This is an optimization exercise on Yosys and OpenROAD, whose aim is small area, not a production implementation.
Only simulation tests tie the RTL to the original design; equivalence was not proved.
Power figures rest on the tool's default switching activity, not on a simulated workload.

<file path="design/flow/run.sh">
#!/bin/bash
# synth_recipe.tcl (not shown) runs the flow's synth.tcl, then flattens the netlist and writes it again
# the make line also repeats each setting of config.mk as NAME=value (left out here)
make -C /OpenROAD-flow-scripts/flow DESIGN_CONFIG=/design/flow/config.mk WORK_HOME=/design/flow/orfs CLKGATE_MAP_FILE= SYNTH_SCRIPT=/design/flow/synth_recipe.tcl finish
</file>
<file path="design/flow/design.v">
module apb_slave (
	input  wire        pclk      ,
	input  wire        preset_n  ,
	input  wire        psel      ,
	input  wire        pwrite    ,
	input  wire        penable   ,
	output wire        pready    ,
	output wire        wr_en     ,
	output wire        rd_en     
);
reg        pready_r   ;
assign wr_en = psel & pwrite & penable;
assign rd_en = psel & !pwrite & penable           ;
assign pready  = (!psel && !penable) ? 0 : pready_r;
always @(posedge pclk or negedge preset_n) begin
	if (!preset_n)
	begin
		pready_r   <= 0;
	end
	else begin
		if (psel && !penable && !pwrite) begin  
			pready_r <= 0;
		end
		else if (psel && penable && !pwrite) begin  
			pready_r <= 1;
		end
		else if (psel && !penable && pwrite) begin  
			pready_r <= 0;
		end
		else if (psel && penable && pwrite) begin  
			pready_r <= 1;
		end
		else
			pready_r <=  0;
	end
end
endmodule
module counter (
	input  wire        sys_clk   ,
	input  wire        sys_rst_n ,
	input  wire        cnt_en    ,
	input  wire [1:0]  wr_sel    ,
     input  wire [3:0]  pstrb     ,
	input  wire [31:0] wdt       ,
     input  wire        timer_en  ,
	output wire [63:0] cnt
);
parameter DEFAULT     = 32'h00;
parameter CNT_DEFAULT = 64'h00;
reg  [31:0] tdr0_r   ;
reg  [31:0] tdr1_r   ;
wire [31:0] tdr0_tmp ;
wire [31:0] tdr1_tmp ;
wire [63:0] cnt_tmp  ;
assign cnt      = {tdr1_r,tdr0_r};
assign cnt_tmp = cnt + 1'b1;
assign tdr0_tmp [7:0] = (wr_sel == 2'b01) & pstrb[0] ?  wdt[7:0]      : 
                        timer_en                     ?  8'h0          :
			         cnt_en                       ?  cnt_tmp [7:0] :
					     		               tdr0_r [7:0]  ;
assign tdr0_tmp [15:8] = (wr_sel == 2'b01) & pstrb[1] ?  wdt[15:8]     :      
                         timer_en                     ?  8'h0          :
                         cnt_en                       ?  cnt_tmp[15:8] :
                                                         tdr0_r [15:8] ;
assign tdr0_tmp [23:16] = (wr_sel == 2'b01) & pstrb[2] ?  wdt[23:16]     :      
                          timer_en                     ?  8'h0           :
                          cnt_en                       ?  cnt_tmp[23:16] :
                                                          tdr0_r [23:16] ;
assign tdr0_tmp [31:24] = (wr_sel == 2'b01) & pstrb[3] ?  wdt[31:24]      :      
                          timer_en                     ?  8'h0            :
                          cnt_en                       ?  cnt_tmp [31:24] :
                                                          tdr0_r [31:24]  ;
assign tdr1_tmp [7:0] = (wr_sel == 2'b10) & pstrb[0] ?  wdt[7:0]        :      
                        timer_en                     ?  8'h0            :
                        cnt_en                       ?  cnt_tmp [39:32] :
                                                        tdr1_r [7:0]    ;
assign tdr1_tmp [15:8] = (wr_sel == 2'b10) & pstrb[1] ?  wdt[15:8]     :  
                         timer_en                     ?  8'h0          :
                         cnt_en                       ?  cnt_tmp[47:40] :
                                                         tdr1_r [15:8] ;
assign tdr1_tmp [23:16] = (wr_sel == 2'b10) & pstrb[2] ?  wdt[23:16]     :
                          timer_en                     ?  8'h0           :
                          cnt_en                       ?  cnt_tmp[55:48] :
                                                          tdr1_r [23:16] ;
assign tdr1_tmp [31:24] = (wr_sel == 2'b10) & pstrb[3] ?  wdt[31:24]      :
                          timer_en                     ?  8'h0            :
                          cnt_en                       ?  cnt_tmp [63:56] :
                                                          tdr1_r [31:24]  ;
always @(posedge sys_clk or negedge sys_rst_n) begin
	if (!sys_rst_n) begin
		tdr0_r <= DEFAULT;
	end
	else begin
		tdr0_r <= tdr0_tmp;
	end
end		
always @(posedge sys_clk or negedge sys_rst_n) begin
     if (!sys_rst_n) begin
          tdr1_r <= DEFAULT;
     end 
     else begin
          tdr1_r <= tdr1_tmp;
     end 
end
endmodule
module counter_control (
	input  wire       sys_clk   ,
	input  wire       sys_rst_n ,
	input  wire       div_en    ,
	input  wire [3:0] div_val   ,
	input  wire       halt_req  ,
	input  wire       timer_en  ,
	output wire       cnt_en  
);
reg  [7:0]  div             ;
reg  [7:0]  cnt             ;
wire [7:0]  cnt_pre         ;
wire        cnt_rst         ;
wire        default_mode    ;
wire        cnt_ctrl_mode_0 ;
wire        cnt_ctrl_other  ;
assign cnt_rst = (cnt == div) | (!timer_en) | (!div_en);
assign cnt_pre = halt_req   ? cnt  :
                 cnt_rst    ? 8'h0 :
                 cnt + 1'b1 ;
always @(posedge sys_clk or negedge sys_rst_n) begin
     if (!sys_rst_n) begin
          cnt <= 8'h0;
     end else begin
          cnt <= cnt_pre;
     end
end
always @(*) begin
	case (div_val) 
		4'b0000: div = 8'd0   ;
		4'b0001: div = 8'd1   ;
		4'b0010: div = 8'd3   ;
		4'b0011: div = 8'd7   ;
		4'b0100: div = 8'd15  ;
		4'b0101: div = 8'd31  ;
		4'b0110: div = 8'd63  ;
		4'b0111: div = 8'd127 ;
		4'b1000: div = 8'd255 ;
		default: div = 8'd0      ;
	endcase
end
assign default_mode    = !div_en & timer_en ;
assign cnt_ctrl_mode_0 = div_en  & timer_en & (div_val == 0);
assign cnt_ctrl_other  = timer_en & div_en & (div_val != 0) & (cnt == div);
assign cnt_en          = (default_mode | cnt_ctrl_mode_0 | cnt_ctrl_other) & !halt_req ;
endmodule	
module register #(parameter N = 32)
(
	input  wire         sys_clk      ,
     input  wire         sys_rst_n    ,
	input  wire         wr_en        ,
	input  wire         rd_en        ,
	input  wire [11:0]  addr         ,
	input  wire [N-1:0] pwdata       ,
	input  wire [63:0]  cnt          ,
	input  wire         dbg_mode     ,
     input  wire [3:0]   pstrb        ,
	output wire [N-1:0] rdata        ,
	output wire         div_en       ,
	output wire [3:0]   div_val      ,
	output wire         halt_req     ,
	output wire         timer_en     ,
     output wire         timer_en_out ,
	output wire [1:0]   wr_sel       ,
	output wire         pslverr      ,
	output wire         tim_int      ,
	output wire [N-1:0] wdt       
);
parameter ADDR_TCR     = 12'h00;
parameter ADDR_TDR0    = 12'h04;
parameter ADDR_TDR1    = 12'h08;
parameter ADDR_TCMP0   = 12'h0C;
parameter ADDR_TCMP1   = 12'h10;
parameter ADDR_TIER    = 12'h14;
parameter ADDR_TISR    = 12'h18;
parameter ADDR_THCSR   = 12'h1C;
parameter TCR_DEFAULT   = 32'h100 ;
parameter TDR0_DEFAULT  = 32'h0   ;
parameter TDR1_DEFAULT  = 32'h0   ;
parameter TIER_DEFAULT  = 32'b0    ;
parameter TISR_DEFAULT  = 32'b0    ;
parameter THCSR_DEFAULT = 32'b0    ;
parameter TCMP0_DEFAULT = 32'hFFFF_FFFF ;
parameter TCMP1_DEFAULT = 32'hFFFF_FFFF ;
reg [7:0]    sel_reg      ;
reg [N-1:0]  tcr_r        ;
reg [N-1:0]  tcmp0_r      ;
reg [N-1:0]  tcmp1_r      ;
reg [N-1:0]  tisr_r       ;
reg [N-1:0]  tier_r       ;
reg [N-1:0]  thcsr_r      ;
reg [N-1:0]  rdata_r      ;
reg          timer_en_r   ;
wire [N-1:0] tcmp0_tmp    ;
wire [N-1:0] tcmp1_tmp    ;
wire         int_clr      ;
wire         int_set      ;
wire         int_st       ; 
wire         int_en       ;
wire         ctrl         ;
wire         halt_ack     ;
wire         halt_req_tmp ;
wire         err_div_en   ;
wire [N-1:0]   tcr_tmp      ;
wire         div_val_tmp  ;
wire         err_div_val_0  ;
wire         err_div_val_1  ;
always @(*) begin
	case (addr)
		ADDR_TCR   : sel_reg = 8'b0000_0001;
		ADDR_TDR0  : sel_reg = 8'b0000_0010;
		ADDR_TDR1  : sel_reg = 8'b0000_0100;
		ADDR_TCMP0 : sel_reg = 8'b0000_1000;
		ADDR_TCMP1 : sel_reg = 8'b0001_0000;
		ADDR_TIER  : sel_reg = 8'b0010_0000;
          ADDR_TISR  : sel_reg = 8'b0100_0000;
          ADDR_THCSR : sel_reg = 8'b1000_0000;
		default    : sel_reg = 8'b0000_0000;
	endcase
end
assign ctrl         = wr_en & sel_reg[0]     ;
assign timer_en_out = ~tcr_r[0] & timer_en_r ;
always @(posedge sys_clk or negedge sys_rst_n) begin
     if (!sys_rst_n) begin
          timer_en_r <= 1'b0;
     end else begin
          timer_en_r <= tcr_r[0];
     end
end
assign pslverr     = err_div_en | err_div_val_1 | err_div_val_0;
assign div_val_tmp = ctrl && pstrb[1] && (pwdata[11:8] <= 4'h8)            ;
assign div_val     = div_val_tmp & ~pslverr ? pwdata[11:8] : tcr_r[11:8] ;
assign div_en      = ctrl & pstrb[0] & ~pslverr ? pwdata [1] : tcr_r[1]  ;
assign timer_en    = ctrl & pstrb[0] & ~pslverr ? pwdata [0] : tcr_r[0]  ;
assign err_div_en = tcr_r[0] & ctrl & pstrb[0] & (pwdata[1] != tcr_r[1]);
assign err_div_val_1 = ctrl && pstrb[1] && (pwdata[11:8] > 8);
assign err_div_val_0 = tcr_r[0] && ctrl && pstrb[1] && (pwdata[11:8] != tcr_r[11:8]);
assign tcr_tmp = {20'h0, div_val, 6'h0, div_en, timer_en};
always @(posedge sys_clk or negedge sys_rst_n) begin
	if (!sys_rst_n) begin
		tcr_r <= TCR_DEFAULT; 
	end
	else begin
		tcr_r <= tcr_tmp;
	end
end
assign wr_sel    = wr_en & sel_reg[1] ? 2'b01   :
			    wr_en & sel_reg[2] ? 2'b10   :
								2'b00   ;
assign wdt     = (|wr_sel == 1) ? pwdata : 32'h0 ;
assign tcmp0_tmp[7:0]    = wr_en & sel_reg[3] & pstrb[0] ? pwdata[7:0]   : tcmp0_r[7:0]   ;
assign tcmp0_tmp[15:8]   = wr_en & sel_reg[3] & pstrb[1] ? pwdata[15:8]  : tcmp0_r[15:8]  ;
assign tcmp0_tmp[23:16]  = wr_en & sel_reg[3] & pstrb[2] ? pwdata[23:16] : tcmp0_r[23:16] ;
assign tcmp0_tmp[31:24]  = wr_en & sel_reg[3] & pstrb[3] ? pwdata[31:24] : tcmp0_r[31:24] ;
always @(posedge sys_clk or negedge sys_rst_n) begin
     if (!sys_rst_n) begin
          tcmp0_r <= TCMP0_DEFAULT;
     end
     else begin
          tcmp0_r <= tcmp0_tmp;
     end
end
assign tcmp1_tmp[7:0]    = wr_en & sel_reg[4] & pstrb[0] ? pwdata[7:0]   : tcmp1_r[7:0]   ;
assign tcmp1_tmp[15:8]   = wr_en & sel_reg[4] & pstrb[1] ? pwdata[15:8]  : tcmp1_r[15:8]  ;
assign tcmp1_tmp[23:16]  = wr_en & sel_reg[4] & pstrb[2] ? pwdata[23:16] : tcmp1_r[23:16] ;
assign tcmp1_tmp[31:24]  = wr_en & sel_reg[4] & pstrb[3] ? pwdata[31:24] : tcmp1_r[31:24] ;
always @(posedge sys_clk or negedge sys_rst_n) begin
     if (!sys_rst_n) begin
          tcmp1_r <= TCMP1_DEFAULT;
     end
     else begin
          tcmp1_r <= tcmp1_tmp;
     end
end
assign int_en = wr_en & sel_reg[5] & pstrb[0] ? pwdata[0] : tier_r[0];
always @(posedge sys_clk or negedge sys_rst_n) begin
     if (!sys_rst_n) begin
          tier_r <= TIER_DEFAULT;
     end
     else begin
          tier_r <= {31'h0, int_en};
     end
end
assign int_clr  = wr_en & sel_reg[6] & pstrb[0] & (pwdata[0] == 1'b1) & (tisr_r[0] == 1'b1) ;
assign int_set  = (cnt[63:0] == {tcmp1_r,tcmp0_r});
assign int_st   = int_clr ? 1'b0        :
			   int_set ? 1'b1        :
					   tisr_r[0]   ;
always @(posedge sys_clk or negedge sys_rst_n) begin
     if (!sys_rst_n) begin
          tisr_r <= TISR_DEFAULT;
     end
     else begin
          tisr_r <={31'h0, int_st};
     end
end
assign tim_int = int_en & int_st;
assign halt_req_tmp = (wr_en & sel_reg[7] & pstrb[0])? pwdata[0] : thcsr_r[0] ;
assign halt_ack     = dbg_mode & halt_req_tmp;
assign halt_req     = halt_ack       ;
always @(posedge sys_clk or negedge sys_rst_n) begin
     if (!sys_rst_n) begin
          thcsr_r <= THCSR_DEFAULT;
     end 
     else begin
          thcsr_r <= {30'h0, halt_ack, halt_req_tmp};
     end 
end
assign rdata       = rdata_r;
     always @(*) begin
         if (rd_en) begin
               case (addr)
                    ADDR_TCR   : rdata_r = tcr_r      ;
                    ADDR_TDR0  : rdata_r = cnt[31:0]  ; 
          		ADDR_TDR1  : rdata_r = cnt[63:32] ;
          		ADDR_TCMP0 : rdata_r = tcmp0_r    ;
          		ADDR_TCMP1 : rdata_r = tcmp1_r    ;
          		ADDR_TIER  : rdata_r = tier_r     ;
          		ADDR_TISR  : rdata_r = tisr_r     ;
          		ADDR_THCSR : rdata_r = thcsr_r    ;
                    default    : rdata_r = 32'h0      ;
               endcase
          end
          else begin
               rdata_r = 32'h0;
          end
     end
     endmodule
module timer_top (
	input  wire        sys_clk      ,
	input  wire        sys_rst_n    ,
	input  wire        tim_psel     ,
	input  wire        tim_pwrite   ,
	input  wire        tim_penable  ,
	input  wire [11:0] tim_paddr    ,
	input  wire [31:0] tim_pwdata   ,
	input  wire [3:0]  tim_pstrb    ,
	output wire        tim_pready   ,
	input  wire        dbg_mode     ,
	output wire [31:0] tim_prdata   ,
	output wire        tim_pslverr  ,
	output wire        tim_int      
);
wire [31:0] wdta            ;
wire        write_en        ;
wire        read_en         ;
wire [63:0] count           ;
wire        div_en          ;
wire [3:0]  div_val         ;
wire        halt_req        ;
wire        timer_en_out    ;
wire        timer_en_tmp    ;
wire [1:0]  wr_sel          ;
wire        count_en        ;
		apb_slave u_apb (
						.pclk     ( sys_clk     ),
						.preset_n ( sys_rst_n   ),
						.psel     ( tim_psel    ),
						.pwrite   ( tim_pwrite  ),
						.penable  ( tim_penable ),
						.pready   ( tim_pready  ),
						.wr_en    ( write_en    ),
						.rd_en    ( read_en     )
					);
		register u_reg (
						.sys_clk      ( sys_clk     ),
						.sys_rst_n    ( sys_rst_n   ),
						.wr_en        ( write_en    ),
						.rd_en        ( read_en     ),
						.addr         ( tim_paddr   ),
						.pwdata       ( tim_pwdata  ),
						.cnt          ( count       ),
						.dbg_mode     ( dbg_mode    ),
                              .pstrb        ( tim_pstrb   ),
						.rdata        ( tim_prdata  ),
						.div_en       ( div_en      ),					
						.div_val      ( div_val     ),
						.halt_req     ( halt_req	   ), 
  						.timer_en     ( timer_en_tmp),
                              .timer_en_out ( timer_en_out),
						.wr_sel       ( wr_sel      ),
						.pslverr      ( tim_pslverr ),
						.tim_int      ( tim_int     ),
						.wdt          ( wdta        )
					);
		counter_control u_cnt_ctrl (	
			                         .sys_clk   ( sys_clk      ),
     		                         .sys_rst_n ( sys_rst_n    ),
		                              .div_en    ( div_en       ),    
          		                    .div_val   ( div_val      ),
                    		          .halt_req  ( halt_req     ),
                             			.timer_en  ( timer_en_tmp ),
								.cnt_en    ( count_en     )
							);
		counter u_counter (
                                        .sys_clk   ( sys_clk      ),
                                        .sys_rst_n ( sys_rst_n    ),
                                        .cnt_en    ( count_en     ),
		                              .wr_sel    ( wr_sel       ),
                                        .pstrb     ( tim_pstrb    ),
		                              .wdt       ( wdta         ),
                                        .timer_en  ( timer_en_out ),
								.cnt       ( count        )
						);
endmodule
</file>
<file path="design/flow/constraint.sdc">
create_clock -name core_clock -period 6.0 [get_ports {sys_clk}]
set_input_delay 1.2000 -clock core_clock [delete_from_list [all_inputs] [get_ports {sys_clk}]]
set_output_delay 1.2000 -clock core_clock [all_outputs]
set_load 0.01 [all_outputs]
</file>
<file path="design/flow/config.mk">
export PLATFORM = sky130hd
export DESIGN_NAME = timer_top
export DESIGN_NICKNAME = timer_top
export VERILOG_FILES = /design/flow/design.v
export SDC_FILE = /design/flow/constraint.sdc
export NUM_CORES = 4
export LEC_CHECK = 0
export CAP_MARGIN = 20
export CORE_MARGIN = 2
export CORE_UTILIZATION = 40
export SLEW_MARGIN = 20
</file>
==> summary.txt <==
outcome finished clean; setup_tns 0 ns; CP endpoint tim_int; DR pass1 iterations 6; post-synthesis compound-gate area fraction 21.7%; Layout Cells excl Fill 1404; # IOs 89; # nets final 1128; number of cells after detailed placement 1372; core region area 23300 um2; Filler Cell Count 2218; pwr/cell area 198 nW/um2; Slew Limit Fails 0; CP Launch Type input port; mapped cell area 9460 um2; fin area 11300 um2; Post-Syn Instances 998; Flop pwr share 44.7%; Synthesis Warnings 4; syn avg cell area 9.48 um2; worst slack, placed 0.459 ns; Antenna Cells 0; via count 8825; switching power 0.496 mW; Setup crit end kind output port; drc violations 0; placed inst area 10700 um2; syn nets 1054; largest net degree at the start of global routing 95; clock sink count 148; setup slack after layout 0.603 ns; vias per std cell 6.29; Die Span Y 158 um; vias in the first global route 8508; fmax 185 MHz; worst slew pin tran 0.937 ns; worst rel slew slack 37.3%; clock slew at reported path FFs 0.06 ns; Post-Synth Adder-Cell Area 0.265%; Post-DRT Antenna Nets 0; Synth Register Bits 148; Int Pwr 1.75 mW; worst reg2reg path startpoint u_reg.tcr_r[9]; Starting DRT DRC Count 947; Data required, critical path 4.80 ns; Clk pwr share 51.0%; die area 24900 um2; critical path type input port to output port; clk_skew 0.0115 ns; post-synthesis mux area share 7.94%; Routed WL 32700 um; die width 158 um; GPL Wtd Cong 0.901; VDD IR max 0.166 mV; fin crit period 5.40 ns; worst skew pair latency 0.44 ns; # hold bufs at CTS 0; Final period util 89.9%; cts repair resizes 0; sequential area share after synthesis 40.0%; Synth Flop Type dfrtp_1; Final Setup Violations 0; HPWL Detailed 23500 um; largest family of logic cells by synthesized area compound AO/OA/AOI/OAI gates; Combinational Power Share 4.3%; Clock Path Buffers 2; Synth Area in Simple Gates 18.2%; tightest hold margin 0.528 ns; asr flop ratio synth 100%; CTS tree built; RSZ-0062 raised after global routing no; Reg2Reg Depth 12; initial antenna violation count 0; CTS Buf Count 17; Min-Delay Path Class register to register; final hold vios 0; port buffer count 88; # H-tree levels 4; Post-Synth XOR/XNOR Area 8.33%; Crit. Startpoint tim_paddr[8]; first-pass GRT wire length 50600 um; number of enable flip-flop cells after synthesis 0; Layout area overhead 19.8%; grt total ovfl 0; WL per Instance 23.3 um; max capacitance violation total 0; Sw Share 22.1%; FF-to-FF setup slack 1.80 ns; WP data arrival 4.20 ns; Setup Fix Bufs, Post-CTS 0; P_leak 4.34 nW; Netlist cell types 69; std cell rows 56; gr usage total 26.9%; clock root buffer clkbuf_16; share of post-route cells with drive strength above 1 18.6%; reg2reg end u_counter.tdr0_r[21]; Starting Density 40.5%; worst-path maximum fanout 6
per-layer routing:
metal	vias up	wire length [um]	global-route usage, %
met4	0	662	6.75
met3	55	2420	4.63
met2	389	15400	42.9
li1	3949	-	-
met1	4432	14200	37.8
met5	-	0	0
flip-flops by register name, indices dropped and copies added, names as in the netlist:
signal,cells
u_apb.pready_r,1
u_cnt_ctrl.cnt,8
u_counter.tdr0_r,32
u_counter.tdr1_r,32
u_reg.tcmp0_r,32
u_reg.tcmp1_r,32
u_reg.tcr_r,6
u_reg.thcsr_r,2
u_reg.tier_r,1
u_reg.timer_en_r,1
u_reg.tisr_r,1
Yosys cell counts, drive strengths merged, types with 4 or more instances:
master,n,area share [%]
dfrtp,83,22
a22oi,74,5.9
nand2,72,2.9
dfstp,65,18
mux2,64,7.6
xnor2,54,5.0
nand3,53,2.8
nand4,45,3.0
nor2,45,1.8
clkbuf,44,1.7
a21oi,42,2.2
xor2,36,3.3
a22o,35,3.2
and3,34,2.2
o21ai,32,1.7
inv,28,1.1
nor3,17,0.90
a2bb2oi,15,1.4
buf,14,0.67
nor4,14,0.99
and2,10,0.66
o22ai,10,0.66
o31ai,9,0.71
o211ai,7,0.56
or4,7,0.56
a222oi,6,0.64
a31oi,6,0.40
and4,6,0.56
o21a,6,0.48
a32oi,5,0.46
nor2b,5,0.33
o41ai,5,0.66
or2,5,0.33
nand4b,4,0.37
layout by cell type (no fill, tap or decap), types with 36 or more instances in the layout:
master / count
nand4_1: 44
mux2_2: 64
xor2_1: 36
clkdlybuf4s50_1: 87
dfrtp_1: 83
nor2_1: 42
dfstp_2: 65
a22oi_1: 74
xnor2_1: 54
a21oi_1: 42
nand2_1: 71
nand3_1: 53
worst min-delay path by stage:
| stage | startpoint | end | slack [ns] | cells after the start |
|---|---|---|---|---|
| after floorplan | u_reg.tcr_r[0] | u_reg.timer_en_r | 0.35 | 0 |
| after global placement | u_reg.thcsr_r[0] | u_reg.thcsr_r[0] | 0.51 | 2 |
| after detailed placement | u_reg.tier_r[0] | u_reg.tier_r[0] | 0.52 | 1 |
| after CTS | u_reg.tier_r[0] | u_reg.tier_r[0] | 0.53 | 1 |
| after global routing | u_reg.tier_r[0] | u_reg.tier_r[0] | 0.54 | 1 |
| final | u_reg.tier_r[0] | u_reg.tier_r[0] | 0.53 | 1 |
power by group through the flow:
stage          clock network (mW)  registers [mW]  logic (mW)
4_1_cts                      1.15            1.00      0.0976
6_report                     1.15            1.00      0.0967
3_5_place_dp                    0            1.02      0.0972
2_1_floorplan                   0            1.02      0.0168
3_3_place_gp                    0            1.02      0.0973
5_1_grt                      1.19            1.00       0.106
kinds of logic after synthesis:
logic type                 Yosys count
muxes                               67
buffers and inverters               87
DFF                                148
AOI/OAI and AO/OA                  278
adders and majority gates            2
xor gates and xnor gates            90
and+or+nand+nor                    326
worst max-delay path: stages:
cell and delay (ns):
clkdlybuf4s50_1 0.39, nor4_1 0.28, buf_4 0.19, nor4b_1 0.47, nand2_1 0.24, o31ai_1 0.47, o41ai_1 0.26, and2_1 0.22
clkdlybuf4s50_1 0.47
layout make-up:
cell class | instances | area [um2] | area share (%)
Timing Repair Buffer | 113 | 1070 | 9.44
Inverter | 29 | 109 | 0.960
Sequential cell | 148 | 3780 | 33.4
Clock inverter | 8 | 123 | 1.08
Clock buffer | 24 | 502 | 4.43
Tap cell | 319 | 399 | 3.52
Multi-Input combinational cell | 763 | 5350 | 47.2
metrics by stage:
step,total power [mW],utilization [%]
finish,2.25,48.6
floorplan,1.04,-
CTS,2.25,48.6
global placement,1.12,45.9
global route,2.30,48.6
detailed placement,1.12,45.9

-- separate check: timing with driven ports --
Ports are ideal in the flow. The routed layout listed here was re-timed in OpenROAD.
Step 1, drivers: a clkbuf_16 drives sys_clk and a buf_2 each remaining input, both assumed.
Step 2 moves the port delays by t, midway between the first and last clock arrival at a register: inputs arrive t later, outputs are due t later. That takes back most of the time a late clock gives input paths.
a / b / c = ideal ports / drivers / drivers and shift; a / b = the first two.
shift t [ns]: 0.478
setup slack, ns: 0.603 / 0.579 / 0.349
worst setup path after step 2: input to register
slew at the worst register clock pin (ns): 0.07 / 0.07
After both steps setup and hold are still met in this run. For this run, drivers alone change the setup slack by -0.024 ns; drivers and shift together by -0.254 ns.
